Source: an optimization exercise on an open RTL-to-GDS flow (aim: small area and a short achievable clock period). Production flows keep margins and buffers that such runs may drop. At most, simulation tests tie the RTL to the original design; equivalence was not proved. Power and IR drop assume default switching activity.

Design multiplier, start of the top module:
module multiplier (
    input clk,
    input rst,
    input start,
    input [31:0] A,
    input [31:0] B,
    input [7:0] Physical_address_in,
    input [31:0] PC_in,
    output [63:0] Product,
    output reg done,
    output reg [7:0] Physical_address_out,
    output reg [31:0] PC_out
);
Settings: LEC_CHECK=0, CAP_MARGIN=20, CORE_MARGIN=2, CORE_UTILIZATION=40, PLACE_DENSITY=0.7, SETUP_SLACK_MARGIN=0.5, SLEW_MARGIN=20, SYNTH_HIERARCHICAL=1, SYNTH_MINIMUM_KEEP_SIZE=0; clock period 5.0 ns.
standard.sh (not shown) runs the stock make flow with config.mk's settings and CLKGATE_MAP_FILE= SYNTH_SCRIPT=/design/flow/synth_recipe.tcl, a recipe that flattens the netlist after the stock synthesis.
==> flow/flow/run.sh <==
#!/bin/bash
# Layout flow: the standard ORFS flow (standard.sh) with extra ORFS
# settings read from flow/knobs.txt (one VAR=value per line; @FLOW@ stands
# for this flow folder). Its output goes to standard.log.
set -euo pipefail
flowdir="$(pwd)/flow"
knobs=()
while IFS= read -r line; do
  [[ -z "$line" || "$line" == \#* ]] && continue
  knobs+=("${line//@FLOW@/$flowdir}")
done < flow/knobs.txt
bash standard.sh "${knobs[@]}" finish > standard.log 2>&1
==> flow/flow/downsize.tcl <==
# Start the layout from the smallest drive strength of every logic cell that
# synthesis sized up; the flow's timing repair then sizes up what needs it.
set n 0
foreach inst [[ord::get_db_block] getInsts] {
  set m [[$inst getMaster] getName]
  if {![regexp {^(sky130_fd_sc_hd__[a-z0-9]+)_([0-9]+)$} $m -> base size]} { continue }
  if {$size <= 1} { continue }
  if {[string match "*df*" $base] || [string match "*conb*" $base] || [string match "*clk*" $base] || [string match "*maj3*" $base]} { continue }
  set small [get_lib_cells -quiet ${base}_1]
  if {$small == ""} { continue }
  replace_cell [$inst getName] $small
  incr n
}
puts "downsize: $n cells set to drive strength 1"
==> flow/flow/knobs.txt <==
BUFFER_PORTS_ARGS=-buffer_cell sky130_fd_sc_hd__buf_1
PRE_FLOORPLAN_TCL=@FLOW@/downsize.tcl
Change:
--- a/flow/config.mk
+++ b/flow/config.mk
@@ -12 +12 @@
-export SETUP_SLACK_MARGIN = 0.5
+export SETUP_SLACK_MARGIN = 0.65
- The new run finished with timing, DRC and antenna clean
- non-clock buffer count increases by 12
- total power climbs by 1.0%
- worst setup slack improved by 0.051 ns
- hold slack loses 0.0094 ns
- design area went up by 1.0%
No functional check of the RTL was part of any run of this note.

---

multiplier, a different RTL version from the one above (not shown whole).
Size in the first run: about 2800 cells after synthesis.
==> flow/design.v (excerpt) <==
module multiplier (
    input clk,
    input rst,
    input start,
    input [31:0] A,
    input [31:0] B,
    input [7:0] Physical_address_in,
    input [31:0] PC_in,
    output [63:0] Product,
    output reg done,
    output reg [7:0] Physical_address_out,
    output reg [31:0] PC_out
);
  reg r0_0;
  reg r0_1;
  reg r1_0;
  reg r2_0;
  reg r2_1;
  reg r3_0;
  reg r3_1;
  reg r4_0;
  reg r4_1;
  reg r5_0;
  reg r5_1;
  reg r6_0;
  reg r6_1;
  reg r7_0;
  reg r7_1;
  reg r8_0;
  reg r8_1;
  reg r9_0;
  reg r9_1;
  reg r10_0;
  reg r10_1;
  reg r11_0;
  reg r11_1;
  reg r12_0;
  reg r12_1;
  reg r13_0;
  reg r13_1;
  reg r14_0;
  reg r14_1;
  reg r15_0;
  reg r15_1;
  reg r16_0;
  reg r16_1;
  reg r17_0;
  reg r17_1;
  reg r18_0;
  reg r18_1;
  reg r19_0;
  reg r19_1;
  reg r20_0;
  reg r20_1;
  reg r21_0;
  reg r21_1;
  reg r22_0;
  reg r22_1;
  reg r23_0;
  reg r23_1;
  reg r24_0;
  reg r24_1;
  reg r25_0;
  reg r25_1;
  reg r26_0;
  reg r26_1;
  reg r27_0;
  reg r27_1;
  reg r28_0;
  reg r28_1;
  reg r29_0;
  reg r29_1;
  reg r30_0;
  reg r30_1;
  reg r31_0;
  reg r31_1;
  reg r32_0;
  reg r32_1;
  reg r33_0;
  reg r33_1;
  reg r34_0;
  reg r34_1;
  reg r35_0;
  reg r35_1;
  reg r36_0;
  reg r36_1;
  reg r37_0;
  reg r37_1;
  reg r38_0;
  reg r38_1;
  reg r39_0;
  reg r39_1;
  reg r40_0;
  reg r40_1;
  reg r41_0;
  reg r41_1;
  reg r42_0;
  reg r42_1;
  reg r43_0;
  reg r43_1;
  reg r44_0;
  reg r44_1;
  reg r45_0;
  reg r45_1;
  reg r46_0;
  reg r46_1;
  reg r47_0;
  reg r47_1;
  reg r48_0;
  reg r48_1;
  reg r49_0;
  reg r49_1;
  reg r50_0;
  reg r50_1;
  reg r51_0;
  reg r51_1;
  reg r52_0;
  reg r52_1;
  reg r53_0;
  reg r53_1;
  reg r54_0;
  reg r54_1;
  reg r55_0;
  reg r55_1;
  reg r56_0;
  reg r56_1;
  reg r57_0;
  reg r57_1;
  reg r58_0;
  reg r58_1;
  reg r59_0;
  reg r59_1;
  reg r60_0;
  reg r60_1;
  reg r61_0;
  ...
clock: 5.0 ns
lec_check: 0
cap_margin: 20
core_margin: 2
core_utilization: 40
setup_slack_margin: 1.0
slew_margin: 20
synth_hierarchical: 1
synth_minimum_keep_size: 0
==> flow/flow/downsize.tcl <==
# Start the layout from the smallest drive strength of every logic cell that
# synthesis sized up; the flow's timing repair then sizes up what needs it.
set n 0
foreach inst [[ord::get_db_block] getInsts] {
  set m [[$inst getMaster] getName]
  if {![regexp {^(sky130_fd_sc_hd__[a-z0-9]+)_([0-9]+)$} $m -> base size]} { continue }
  if {$size <= 1} { continue }
  if {[string match "*df*" $base] || [string match "*conb*" $base] || [string match "*clk*" $base]} { continue }
  set small [get_lib_cells -quiet ${base}_1]
  if {$small == ""} { continue }
  replace_cell [$inst getName] $small
  incr n
}
puts "downsize: $n cells set to drive strength 1"
==> flow/flow/knobs.txt <==
BUFFER_PORTS_ARGS=-buffer_cell sky130_fd_sc_hd__buf_2
PRE_FLOORPLAN_TCL=@FLOW@/downsize.tcl
Scripts as last shown in full above: flow/flow/run.sh
==> next run, changes <==
==> flow/flow/knobs.txt (replaced) <==
BUFFER_PORTS_ARGS=-buffer_cell sky130_fd_sc_hd__buf_1
PRE_FLOORPLAN_TCL=@FLOW@/downsize.tcl
=>
- The changed run ran to the end with no violations
- worst setup slack gains 52 ps
- count of clock-buffer cells in the layout does not change
- power increases by 0.85%
- sequential cell count stays the same
- cell area decreases by 1.1%
- hold slack loses 16 ps
- routed wire length decreases by 1.8%
- cell count hardly moves
No functional check of the RTL was part of any run of this note.

---

multiplier, a different RTL version from the one above (not shown whole).
For scale: about 210 I/O pins.
export LEC_CHECK = 0
export CAP_MARGIN = 20
export CORE_MARGIN = 2
export CORE_UTILIZATION = 40
export CTS_BUF_LIST = sky130_fd_sc_hd__clkbuf_4 sky130_fd_sc_hd__clkbuf_8
export PLACE_DENSITY = 0.7
export SETUP_SLACK_MARGIN = 0.6
export SLEW_MARGIN = 20
export SYNTH_HIERARCHICAL = 1
export SYNTH_MINIMUM_KEEP_SIZE = 0
create_clock -name core_clock -period 5.0 [get_ports {clk}]
==> flow/flow/downsize.tcl <==
# Start the layout from the smallest drive strength of every logic cell that
# synthesis sized up; the flow's timing repair then sizes up what needs it.
set n 0
foreach inst [[ord::get_db_block] getInsts] {
  set m [[$inst getMaster] getName]
  if {![regexp {^(sky130_fd_sc_hd__[a-z0-9]+)_([0-9]+)$} $m -> base size]} { continue }
  if {$size <= 1} { continue }
  if {[string match "*df*" $base] || [string match "*conb*" $base] || [string match "*clk*" $base] || [string match "*maj3*" $base]} { continue }
  set small [get_lib_cells -quiet ${base}_1]
  if {$small == ""} { continue }
  replace_cell [$inst getName] $small
  incr n
}
puts "downsize: $n cells set to drive strength 1"
==> flow/flow/knobs.txt <==
BUFFER_PORTS_ARGS=-buffer_cell sky130_fd_sc_hd__buf_1
PRE_FLOORPLAN_TCL=@FLOW@/downsize.tcl
Scripts as last shown in full above: flow/flow/run.sh
Testbench counts at the start, summed over its fixed seeds: latency 24,000, ops 24,000.
Then changed:
--- a/flow/config.mk
+++ b/flow/config.mk
@@ -11 +10,0 @@
-export CTS_BUF_LIST = sky130_fd_sc_hd__clkbuf_4 sky130_fd_sc_hd__clkbuf_8
@@ -13 +12 @@
-export SETUP_SLACK_MARGIN = 0.6
+export SETUP_SLACK_MARGIN = 0.7
After rerunning:
- via count went up by 1.6%
- worst setup slack improved by 92 ps
- cell area grows by 2.1%
- power went up by 0.68%
Then changed:
--- a/flow/config.mk
+++ b/flow/config.mk
@@ -11,2 +11 @@
-export PLACE_DENSITY = 0.7
-export SETUP_SLACK_MARGIN = 0.7
+export SETUP_SLACK_MARGIN = 0.6
Outcome: The changed run produced a clean layout. Die area does not change. Worst hold slack gets better by 27 ps. Flip-flop and latch count does not change. Sequential power barely changes. Clock-buffer cell count goes down by 2. Cell area goes down slightly. Setup slack gets worse by 100 ps. Power goes up by a few percent. Global-route usage goes up by 1.5 points. Wire length goes up by a few percent.
Then changed:
--- a/flow/config.mk
+++ b/flow/config.mk
@@ -10,0 +11 @@
+export GPL_ROUTABILITY_DRIVEN = 0
What happened:
- core utilization stays flat
- combinational power barely changes
- clock power shrinks by about 7%
- sequential share of layout area stays flat
- routed wire length barely changes
- fmax grows by 0.53%

---

Setup of run A:
multiplier, a different RTL version from the one above (not shown whole).
Size: about 2800 cells after synthesis, ~210 I/O pins.
clock: 5.0 ns
lec_check: 0
cap_margin: 20
core_margin: 2
core_utilization: 40
place_density: 0.7
setup_slack_margin: 0.75
slew_margin: 20
synth_hierarchical: 1
synth_minimum_keep_size: 0
==> flow/flow/knobs.txt <==
BUFFER_PORTS_ARGS=-buffer_cell sky130_fd_sc_hd__buf_1
PRE_FLOORPLAN_TCL=@FLOW@/downsize.tcl
SETUP_MOVE_SEQUENCE=sizeup,swap,buffer,clone
Scripts as last shown in full above: flow/flow/run.sh, flow/flow/downsize.tcl
Testbench counts of run A, summed over its fixed seeds: latency 24,000, ops 24,000.
Input-level comparison between run B and run A:
- a change of CORE_UTILIZATION from 40 to 45
==> flow/flow/knobs.txt <==
BUFFER_PORTS_ARGS=-buffer_cell sky130_fd_sc_hd__buf_1
PRE_FLOORPLAN_TCL=@FLOW@/downsize.tcl
[summary]
- Run B does worse than run A on first-iteration DRC count.
- From run A to run B the numbers moved as follows: routed length on met1 climbed 0.87%; final worst hold slack climbed 0.011 ns; power in combinational cells climbed about 2%.
- Taking run A as the reference, in run B non-filler instance count after layout now smaller; worst path setup slack after routing now larger; combinational share of power now larger.
Input changes introduced in run C (baseline for comparison: run B):
- CORE_UTILIZATION changed from 45 to 40
--- a/flow/flow/knobs.txt
+++ b/flow/flow/knobs.txt
@@ -2 +2,2 @@
 PRE_FLOORPLAN_TCL=@FLOW@/downsize.tcl
+SETUP_MOVE_SEQUENCE=unbuffer,sizeup,swap
Results
- Comparing run B against run C, there is no change at all in deepest level of the CTS H-tree.
- Run B has higher share of power burned in combinational logic than run C.
- Run C ended with more portion of the clock cycle consumed by the worst path in the final layout than run B.
- Layout buffering overhead excluding clock cells in run C is 0.65 points lower than in run B
- Reported for run B and run C, cell count after synthesis turned out identical to the last digit.
- NOTE: die area in run C exceeds that of run B
- Compared run C vs run B, and final critical-path required period is up in run C.
- Compared with run B, in run C final sum of negative setup slack closely matched the old numbers; power consumption decreased by 1.8% relative to the old numbers.
- Higher area used by multi-input combinational logic among run B and run C: run C
Input changes introduced in run D (baseline for comparison: run C):
==> flow/flow/knobs.txt <==
BUFFER_PORTS_ARGS=-buffer_cell sky130_fd_sc_hd__buf_1
PRE_FLOORPLAN_TCL=@FLOW@/downsize.tcl
==> run summary <==
The higher setup slack of run D and run C is in run D.
Going from run C to run D, flip-flop and latch share of the layout cell area barely changed, power climbed 0.12 mW.
### run D -> run E
- changing SETUP_SLACK_MARGIN from 0.75 to 0.7
Findings:
On slew at the pin closest to its max-slew limit, run D and run E are basically level. Compared with run D, run E shows a lower net switching power. On delay of the slowest critical-path stage, run D and run E are basically level. Run E vs. run D: antenna diode count down 5, final cell count flat.
diff inputs: run E => run F
- SETUP_SLACK_MARGIN changed from 0.7 to 0.75
- CORE_UTILIZATION changed from 40 to 35
==> run summary <==
Re detailed-route wire length on metal 1: run E was lower than run F.
Summary — combinational fraction of design power, run F relative to run E: higher, by 0.6 points.
Run E reports its master of the slowest instance on the critical path as dfxtp_1 while run F reports fa_1.
Number of diodes (lower): run F
Of run F and run E, the higher horizontal die dimension belongs to run F.
Number of nets in the layout of run F exceeds that of run E slightly.
Going from run E to run F, worst relative slew slack saw an increase, cell area saw an increase, sequential power saw an increase, final setup slack of the worst path saw an increase.

## afterwards: timing with drivers on the ports
No port has a modelled driver above. Below, the same layouts with a new extraction and two added sets of constraints. Step 1, drivers: a clkbuf_16 drives clk and a buf_2 each remaining input, both assumed. Step 2 adds t to the input delays and takes it off the output delays; t is the mean of the earliest and latest rising clock arrival at the registers after step 1. Input paths then give back, and output paths get back, about the clock's delay inside the block. Three values: ideal ports, drivers, drivers and shift; two values: the first two.
run	t, ns	setup WS [ns]	hold slack, ns	worst setup path after step 2	worst register clock-pin slew, ns
the first run of note 1	0.561	0.677 / 0.648 / 0.112	0.582 / 0.542 / 1.103	input to register	0.08 / 0.08
the second run of note 1	0.566	0.728 / 0.689 / 0.123	0.573 / 0.535 / 1.101	input to register	0.08 / 0.08
the first run of note 2	0.555	0.964 / 0.989 / 0.434	0.597 / 0.560 / 1.115	input to register	0.09 / 0.09
the second run of note 2	0.570	1.016 / 0.955 / 0.461	0.580 / 0.541 / 1.111	input to register	0.10 / 0.10
the first run of note 3	0.552	0.621 / 0.604 / 0.052	0.572 / 0.552 / 1.104	input to register	0.12 / 0.12
the second run of note 3	0.531	0.712 / 0.714 / 0.183	0.597 / 0.571 / 1.102	input to register	0.08 / 0.08
the third run of note 3	0.504	0.608 / 0.631 / 0.127	0.624 / 0.601 / 1.105	input to register	0.08 / 0.08
the fourth run of note 3	0.493	0.631 / 0.635 / 0.141	0.637 / 0.615 / 1.108	input to register	0.09 / 0.09
run A	0.571	0.891 / 0.828 / 0.329	0.562 / 0.522 / 1.093	input to register	0.10 / 0.10
run B	0.570	0.901 / 0.837 / 0.315	0.572 / 0.532 / 1.102	input to register	0.09 / 0.09
run C	0.572	0.784 / 0.720 / 0.326	0.562 / 0.522 / 1.093	input to register	0.10 / 0.10
run D	0.571	0.891 / 0.828 / 0.329	0.562 / 0.522 / 1.093	input to register	0.10 / 0.10
run E	0.549	0.813 / 0.759 / 0.321	0.577 / 0.547 / 1.096	input to register	0.09 / 0.09
run F	0.565	0.883 / 0.826 / 0.304	0.567 / 0.533 / 1.097	input to register	0.09 / 0.09
After both steps setup and hold are still met in every run listed. The setup slack of the second run of note 1, which loses most, moves by -0.039 ns with the drivers and by -0.605 ns with both steps.
